Background: an optimization exercise with open tools, aiming at small area. Do not read the settings as production practice.
Only simulation tests tie the RTL to the original design; equivalence was not proved.
Power and IR drop assume default switching activity.

==> flow/design.v <==
module mastermind_top (
    input        clk,
    input        rst,         
    input        enterA,      
    input        enterB,      
    input  [2:0] letterIn,
    output [7:0] led,
    output [7:0] disp3,
    output [7:0] disp2,
    output [7:0] disp1,
    output [7:0] disp0
);
  reg [4:0] shA, shB;    
  reg       pa, pb;      
  always @(posedge clk) begin
    if (!rst) begin
      shA <= 5'b01010;
      shB <= 5'b01010;
      pa  <= 1'b0;
      pb  <= 1'b0;
    end else begin
      shA <= {~shA[3], ~shA[2], ~shA[1], ~shA[0], ~enterA};
      shB <= {~shB[3], ~shB[2], ~shB[1], ~shB[0], ~enterB};
      pa  <= ~shA[3] & ~shA[4];
      pb  <= ~shB[3] & ~shB[4];
    end
  end
  reg [7:0] LEDX;
  assign led = LEDX;
  localparam [3:0] WAIT   = 4'd0,
                   SCORE  = 4'd1,
                   MAKER  = 4'd2,
                   CODE   = 4'd3,    
                   CODE4  = 4'd4,    
                   BREAK  = 4'd5,
                   TRIES  = 4'd6,
                   GUESS  = 4'd7,    
                   GUESS4 = 4'd8,
                   CHECK  = 4'd9,
                   REVEAL = 4'd10,
                   ADD    = 4'd11,
                   FINISH = 4'd12;
  localparam [4:0] LO_CLR  = 5'b01111;
  localparam [4:0] LO_LAST = 5'b10100;   
  localparam [2:0] C_A = 3'b000, C_C = 3'b110, C_E = 3'b010, C_F = 3'b011,
                   C_H = 3'b001, C_L = 3'b111, C_U = 3'b101;
  localparam [6:0] S_OFF  = 7'b1111111, S_LINE = 7'b0111111,
                   S_ZERO = 7'b1000000, S_ONE  = 7'b1111001,
                   S_TWO  = 7'b0100100, S_THREE= 7'b0110000,
                   S_B    = 7'b0000011, S_P    = 7'b0001100;
  reg  [3:0] st;
  reg  [4:0] lo;          
  reg  [1:0] hi;          
  reg        maker;       
  reg  [1:0] ptA, ptB;    
  reg  [1:0] used_tries;  
  reg  [2:0] h3, h2, h1, h0;
  reg  [2:0] g3, g2, g1, g0;
  wire lo_last = (lo[4] & ~lo[3] & ~lo[1] & ~lo[0]);
  wire te      = hi[1] & ~hi[0] & lo_last;
  wire mk_btn  = maker ? pa : pb;
  wire br_btn  = maker ? pb : pa;
  wire entry   = (st == CODE) | (st == GUESS);
  wire shown4  = (st == CODE4) | (st == GUESS4);
  wire btn     = (st == CODE || st == CODE4) ? mk_btn : br_btn;
  wire press   = btn & (|letterIn);
  reg [2:0] lcode;
  always @(*) begin
    case (letterIn)
      3'd1: lcode = C_A;
      3'd2: lcode = C_C;
      3'd3: lcode = C_E;
      3'd4: lcode = C_F;
      3'd5: lcode = C_H;
      3'd6: lcode = C_L;
      default: lcode = C_U;
    endcase
  end
  reg [3:0] ex, mi;
  reg [3:0] used;
  always @(*) begin
    ex[3] = (g3 == h3);
    ex[2] = (g2 == h2);
    ex[1] = (g1 == h1);
    ex[0] = (g0 == h0);
    used = ex;
    mi = 4'b0;
    if (!ex[3]) begin
      if      (g3 == h2 && !used[2]) begin mi[3] = 1'b1; used[2] = 1'b1; end
      else if (g3 == h1 && !used[1]) begin mi[3] = 1'b1; used[1] = 1'b1; end
      else if (g3 == h0 && !used[0]) begin mi[3] = 1'b1; used[0] = 1'b1; end
    end
    if (!ex[2]) begin
      if      (g2 == h3 && !used[3]) begin mi[2] = 1'b1; used[3] = 1'b1; end
      else if (g2 == h1 && !used[1]) begin mi[2] = 1'b1; used[1] = 1'b1; end
      else if (g2 == h0 && !used[0]) begin mi[2] = 1'b1; used[0] = 1'b1; end
    end
    if (!ex[1]) begin
      if      (g1 == h3 && !used[3]) begin mi[1] = 1'b1; used[3] = 1'b1; end
      else if (g1 == h2 && !used[2]) begin mi[1] = 1'b1; used[2] = 1'b1; end
      else if (g1 == h0 && !used[0]) begin mi[1] = 1'b1; used[0] = 1'b1; end
    end
    if (!ex[0]) begin
      if      (g0 == h3 && !used[3]) begin mi[0] = 1'b1; used[3] = 1'b1; end
      else if (g0 == h2 && !used[2]) begin mi[0] = 1'b1; used[2] = 1'b1; end
      else if (g0 == h1 && !used[1]) begin mi[0] = 1'b1; used[1] = 1'b1; end
    end
  end
  wire match_all = &ex;
  wire won       = ptA[1] | ptB[1];
  reg [3:0] nst;
  always @(*) begin
    nst = st;
    case (st)
      WAIT:   if (pa | pb) nst = SCORE;
      SCORE:  if (te) nst = MAKER;
      MAKER:  if (te) nst = CODE;
      CODE:   if (lo[3]) nst = BREAK;
              else if (press && lo[2]) nst = CODE4;
      CODE4:  if (te) nst = BREAK;
              else if (press) nst = CODE;
      BREAK:  if (te) nst = TRIES;
      TRIES:  if (te) nst = GUESS;
      GUESS:  if (lo[3]) nst = CHECK;
              else if (press && lo[2]) nst = GUESS4;
      GUESS4: if (te) nst = CHECK;
              else if (press) nst = GUESS;
      CHECK:  if (br_btn) nst = match_all ? ADD : used_tries[1] ? REVEAL : TRIES;
      REVEAL: if (te) nst = ADD;
      ADD:    if (te) nst = won ? FINISH : SCORE;
      FINISH: if (pa | pb) nst = WAIT;
      default: nst = WAIT;
    endcase
  end
  always @(posedge clk) begin
    if (!rst) st <= WAIT;
    else        st <= nst;
  end
  always @(posedge clk) begin
    if (st == WAIT || st == CHECK || (entry && (lo[3] || (press && lo[2])))) begin
      lo <= 5'd0;
      hi <= 2'b00;
    end else if (shown4 && press && !te) begin
      lo <= LO_CLR;
      hi <= 2'b00;
    end else if (!entry || press) begin
      if (lo_last) begin
        lo <= 5'd0;
        hi <= {hi[0], ~hi[1]};
      end else
        lo <= {lo[3:0], ~(lo[4] ^ lo[2])};
    end
  end
  always @(posedge clk) begin
    if (st == WAIT) maker <= pa;
    else if (st == ADD && te) maker <= ~maker;
  end
  always @(posedge clk) begin
    if (st == WAIT) begin
      ptA <= 2'd0;
      ptB <= 2'd0;
    end else if ((st == CHECK && br_btn && match_all && !maker) ||
                 (st == REVEAL && te && maker))
      ptA <= {ptA[0], 1'b1};
    else if ((st == CHECK && br_btn && match_all && maker) ||
             (st == REVEAL && te && !maker))
      ptB <= {ptB[0], 1'b1};
  end
  always @(posedge clk) begin
    if (st == WAIT || st == ADD) used_tries <= 2'd0;
    else if (st == CHECK && br_btn && !match_all && !used_tries[1])
      used_tries <= {used_tries[0], 1'b1};
  end
  always @(posedge clk) begin
    if (st == CODE && press) begin
      if (!lo[0]) h3 <= lcode;
      else if (!lo[1]) h2 <= lcode;
      else if (!lo[2]) h1 <= lcode;
      else h0 <= lcode;
    end
    if (st == GUESS && press) begin
      if (!lo[0]) g3 <= lcode;
      else if (!lo[1]) g2 <= lcode;
      else if (!lo[2]) g1 <= lcode;
      else g0 <= lcode;
    end
  end
  function [6:0] seg;
    input [2:0] q;
    seg = {q[2], 2'b00, ~q[2] & (~q[1] | q[0]), q[1], q[1], q[0] & (q[2] | ~q[1])};
  endfunction
  function [6:0] pts;
    input [1:0] n;
    case (n)
      2'b01: pts = S_ONE;
      2'b11: pts = S_TWO;
      default: pts = S_ZERO;
    endcase
  endfunction
  reg       l3, l2, l1, l0;
  reg [2:0] q3, q2, q1, q0;
  reg [6:0] s3, s2, s1, s0;
  always @(*) begin
    l3 = 1'b0; l2 = 1'b0; l1 = 1'b0; l0 = 1'b0;
    q3 = g3; q2 = g2; q1 = g1; q0 = g0;
    s3 = S_OFF; s2 = S_OFF; s1 = S_LINE; s0 = S_OFF;
    LEDX = 8'h00;
    case (st)
      WAIT:   begin l2 = 1'b1; q2 = C_A; s0 = S_B; end
      SCORE, ADD:
              begin s2 = pts(ptA); s0 = pts(ptB); end
      FINISH: begin s2 = pts(ptA); s0 = pts(ptB);
                    if (hi == 2'b00) LEDX = 8'hff; end
      MAKER:  begin s2 = S_P; if (maker) begin l0 = 1'b1; q0 = C_A; end else s0 = S_B; end
      BREAK:  begin s2 = S_P; if (!maker) begin l0 = 1'b1; q0 = C_A; end else s0 = S_B; end
      TRIES:  begin l2 = 1'b1; q2 = C_L; s0 = used_tries[1] ? S_ONE : used_tries[0] ? S_TWO : S_THREE; end
      CODE:   begin
                s1 = S_OFF;
                q3 = h3; q2 = h2; q1 = h1;
                if (lo[3]) ;
                else if (lo[2]) begin s3 = S_LINE; s2 = S_LINE; l1 = 1'b1; end
                else if (lo[1]) begin s3 = S_LINE; l2 = 1'b1; end
                else if (lo[0]) l3 = 1'b1;
              end
      CODE4:  begin s3 = S_LINE; s2 = S_LINE; l0 = 1'b1; q0 = h0; end
      GUESS:  begin
                s1 = S_OFF;
                l3 = lo[0]; l2 = lo[1]; l1 = lo[2]; l0 = lo[3];
              end
      GUESS4: begin l3 = 1'b1; l2 = 1'b1; l1 = 1'b1; l0 = 1'b1; end
      CHECK:  begin l3 = 1'b1; l2 = 1'b1; l1 = 1'b1; l0 = 1'b1;
                    LEDX = {ex[3], ex[3] | mi[3], ex[2], ex[2] | mi[2],
                            ex[1], ex[1] | mi[1], ex[0], ex[0] | mi[0]}; end
      REVEAL: begin l3 = 1'b1; l2 = 1'b1; l1 = 1'b1; l0 = 1'b1;
                    q3 = h3; q2 = h2; q1 = h1; q0 = h0; end
      default: ;
    endcase
  end
  assign disp3 = {1'b1, l3 ? seg(q3) : s3};
  assign disp2 = {1'b1, l2 ? seg(q2) : s2};
  assign disp1 = {1'b1, l1 ? seg(q1) : s1};
  assign disp0 = {1'b1, l0 ? seg(q0) : s0};
endmodule
==> flow/config.mk <==
export PLATFORM = sky130hd
export DESIGN_NAME = mastermind_top
export DESIGN_NICKNAME = mastermind_top
export VERILOG_FILES = /design/flow/design.v
export SDC_FILE = /design/flow/constraint.sdc
export NUM_CORES = 4
export LEC_CHECK = 0
export ABC_AREA = 1
export CAP_MARGIN = 20
export CORE_MARGIN = 2
export CORE_UTILIZATION = 65
export CTS_BUF_LIST = sky130_fd_sc_hd__clkbuf_8
export SLEW_MARGIN = 20
==> flow/constraint.sdc <==
create_clock -name core_clock -period 10.0 [get_ports {clk}]
set_input_delay 2.0000 -clock core_clock [delete_from_list [all_inputs] [get_ports {clk}]]
set_output_delay 2.0000 -clock core_clock [all_outputs]
set_load 0.01 [all_outputs]
standard.sh (not shown) runs the stock make flow with config.mk's settings and CLKGATE_MAP_FILE= SYNTH_SCRIPT=/design/flow/synth_recipe.tcl, a recipe that flattens the netlist after the stock synthesis.
==> flow/flow/run.sh <==
#!/bin/bash
# Own layout flow: the standard flow (standard.sh) with two changes:
#  - synthesis maps logic with flow/abc.script (area-oriented ABC script),
#  - the port buffers are the smallest buffer, sky130_fd_sc_hd__buf_1.
# All output of the flow goes to flow.log in the work folder; ORFS keeps each
# step's log under orfs/logs.
set -euo pipefail
WORK=$(pwd)
export OWN_ABC_SCRIPT="$WORK/flow/abc.script"
export BUFFER_PORTS_ARGS="-buffer_cell sky130_fd_sc_hd__buf_1"
bash standard.sh SYNTH_SCRIPT="$WORK/flow/synth.tcl" \
  "BUFFER_PORTS_ARGS=$BUFFER_PORTS_ARGS" finish > "$WORK/flow.log" 2>&1
==> flow/flow/abc.script <==
&get -n
&st
&deepsyn -T 20
&dch -f
&nf -R 1000 -p -F 8 -A 4 -C 32
&put
==> flow/flow/synth.tcl <==
# The standard synthesis (synth_recipe.tcl), with ABC's technology mapping
# run on an area-oriented script (abc.script beside this file) in place of
# ORFS's own abc script. Flip-flop mapping (dfflibmap) is untouched.
proc synth {args} { yosys synth -nofsm -noshare {*}$args }
proc abc {args} {
  set i [lsearch -exact $args -script]
  if { $i >= 0 } {
    set args [lreplace $args $i [expr {$i + 1}] -script $::env(OWN_ABC_SCRIPT)]
  }
  yosys abc {*}$args
}
source $::env(SCRIPTS_DIR)/synth.tcl
# left out here: clear keep_hierarchy, flatten, clean up, hide names made inside functions, write 1_2_yosys.v
Rerun with:
==> flow/flow/run.sh (replaced) <==
#!/bin/bash
# Own layout flow: the standard flow (standard.sh) with two changes:
#  - synthesis maps logic with flow/abc.script (area-oriented ABC script),
#  - the port buffers are the smallest buffer, sky130_fd_sc_hd__buf_1,
#  - clock tree synthesis without dummy loads (CTS_ARGS).
# All output of the flow goes to flow.log in the work folder; ORFS keeps each
# step's log under orfs/logs.
set -euo pipefail
WORK=$(pwd)
export OWN_ABC_SCRIPT="$WORK/flow/abc.script"
export CTS_ARGS="-sink_clustering_enable -repair_clock_nets -root_buf sky130_fd_sc_hd__clkbuf_8 -buf_list sky130_fd_sc_hd__clkbuf_4 -dont_use_dummy_load"
export BUFFER_PORTS_ARGS="-buffer_cell sky130_fd_sc_hd__buf_1"
bash standard.sh SYNTH_SCRIPT="$WORK/flow/synth.tcl" \
  "BUFFER_PORTS_ARGS=$BUFFER_PORTS_ARGS" "CTS_ARGS=$CTS_ARGS" finish > "$WORK/flow.log" 2>&1
==> flow/flow/abc.script (replaced) <==
&get -n
&st
&deepsyn -J 200 -T 300
&dch -f
&nf -R 1000 -p -F 8 -A 4 -C 32
&put
Power drops by 7.1%.
Wire length shrinks by 0.65%.
Non-clock buffer count is unchanged.
Die area stays the same.
Final area shrinks by 2.0%.
Critical path depth does not change.
Maximum frequency came out higher by 0.51%.
Sequential share of layout area went up by 0.74 points.
Via count barely changes.
Flip-flop and latch count is unchanged.
Rerun with:
--- a/flow/flow/run.sh
+++ b/flow/flow/run.sh
@@ -9,5 +9,5 @@
 WORK=$(pwd)
 export OWN_ABC_SCRIPT="$WORK/flow/abc.script"
-export CTS_ARGS="-sink_clustering_enable -repair_clock_nets -root_buf sky130_fd_sc_hd__clkbuf_8 -buf_list sky130_fd_sc_hd__clkbuf_4 -dont_use_dummy_load"
+export CTS_ARGS="-sink_clustering_enable -repair_clock_nets -buf_list sky130_fd_sc_hd__clkbuf_4 -dont_use_dummy_load"
 export BUFFER_PORTS_ARGS="-buffer_cell sky130_fd_sc_hd__buf_1"
 bash standard.sh SYNTH_SCRIPT="$WORK/flow/synth.tcl" \
Settings changed: CORE_UTILIZATION 65 to 85, CTS_BUF_LIST sky130_fd_sc_hd__clkbuf_8 to sky130_fd_sc_hd__clkbuf_4.
Outcome: With this change the flow died in global placement without I/O. Area after synthesis is unchanged. Synthesized cell count does not change.
Rerun with:
--- a/flow/flow/run.sh
+++ b/flow/flow/run.sh
@@ -9,5 +9,5 @@
 WORK=$(pwd)
 export OWN_ABC_SCRIPT="$WORK/flow/abc.script"
-export CTS_ARGS="-sink_clustering_enable -repair_clock_nets -buf_list sky130_fd_sc_hd__clkbuf_4 -dont_use_dummy_load"
+export CTS_ARGS="-sink_clustering_enable -repair_clock_nets -buf_list sky130_fd_sc_hd__clkbuf_8 -dont_use_dummy_load"
 export BUFFER_PORTS_ARGS="-buffer_cell sky130_fd_sc_hd__buf_1"
 bash standard.sh SYNTH_SCRIPT="$WORK/flow/synth.tcl" \
Settings changed: CORE_UTILIZATION 85 to 65, CTS_BUF_LIST sky130_fd_sc_hd__clkbuf_4 to sky130_fd_sc_hd__clkbuf_8.
Outcome:
- The changed run passed the timing, DRC and antenna checks
- area after synthesis stays the same
- synthesized cell count is unchanged

-- afterwards: timing with drivers on the ports --
Ports are ideal in the flow. The routed layouts listed here were re-timed in OpenROAD.
Step 1: set_driving_cell puts a clkbuf_16 on clk and a buf_2 on each other input, an assumption about the parent block.
Step 2 times the ports against the registers' clock, not the clock port: input delays grow and output delays shrink by t, the midpoint of the rising clock arrivals with the driver on.
a / b / c = ideal / step 1 / step 2; a / b = the first two.
run | t, ns | slack for setup (ns) | hold slack, ns | latest minus earliest clock arrival (ns) | pins driven straight from the clock port
the first run | 0.329 | 4.433 / 4.406 / 4.734 | 0.369 / 0.369 / 0.369 | 0.011 / 0.011 | 1
the second run | 0.327 | 4.462 / 4.433 / 4.760 | 0.369 / 0.369 / 0.369 | 0.018 / 0.017 | 1
the fourth run | 0.327 | 4.462 / 4.433 / 4.760 | 0.369 / 0.369 / 0.369 | 0.018 / 0.017 | 1
After both steps every run listed still meets setup and hold.
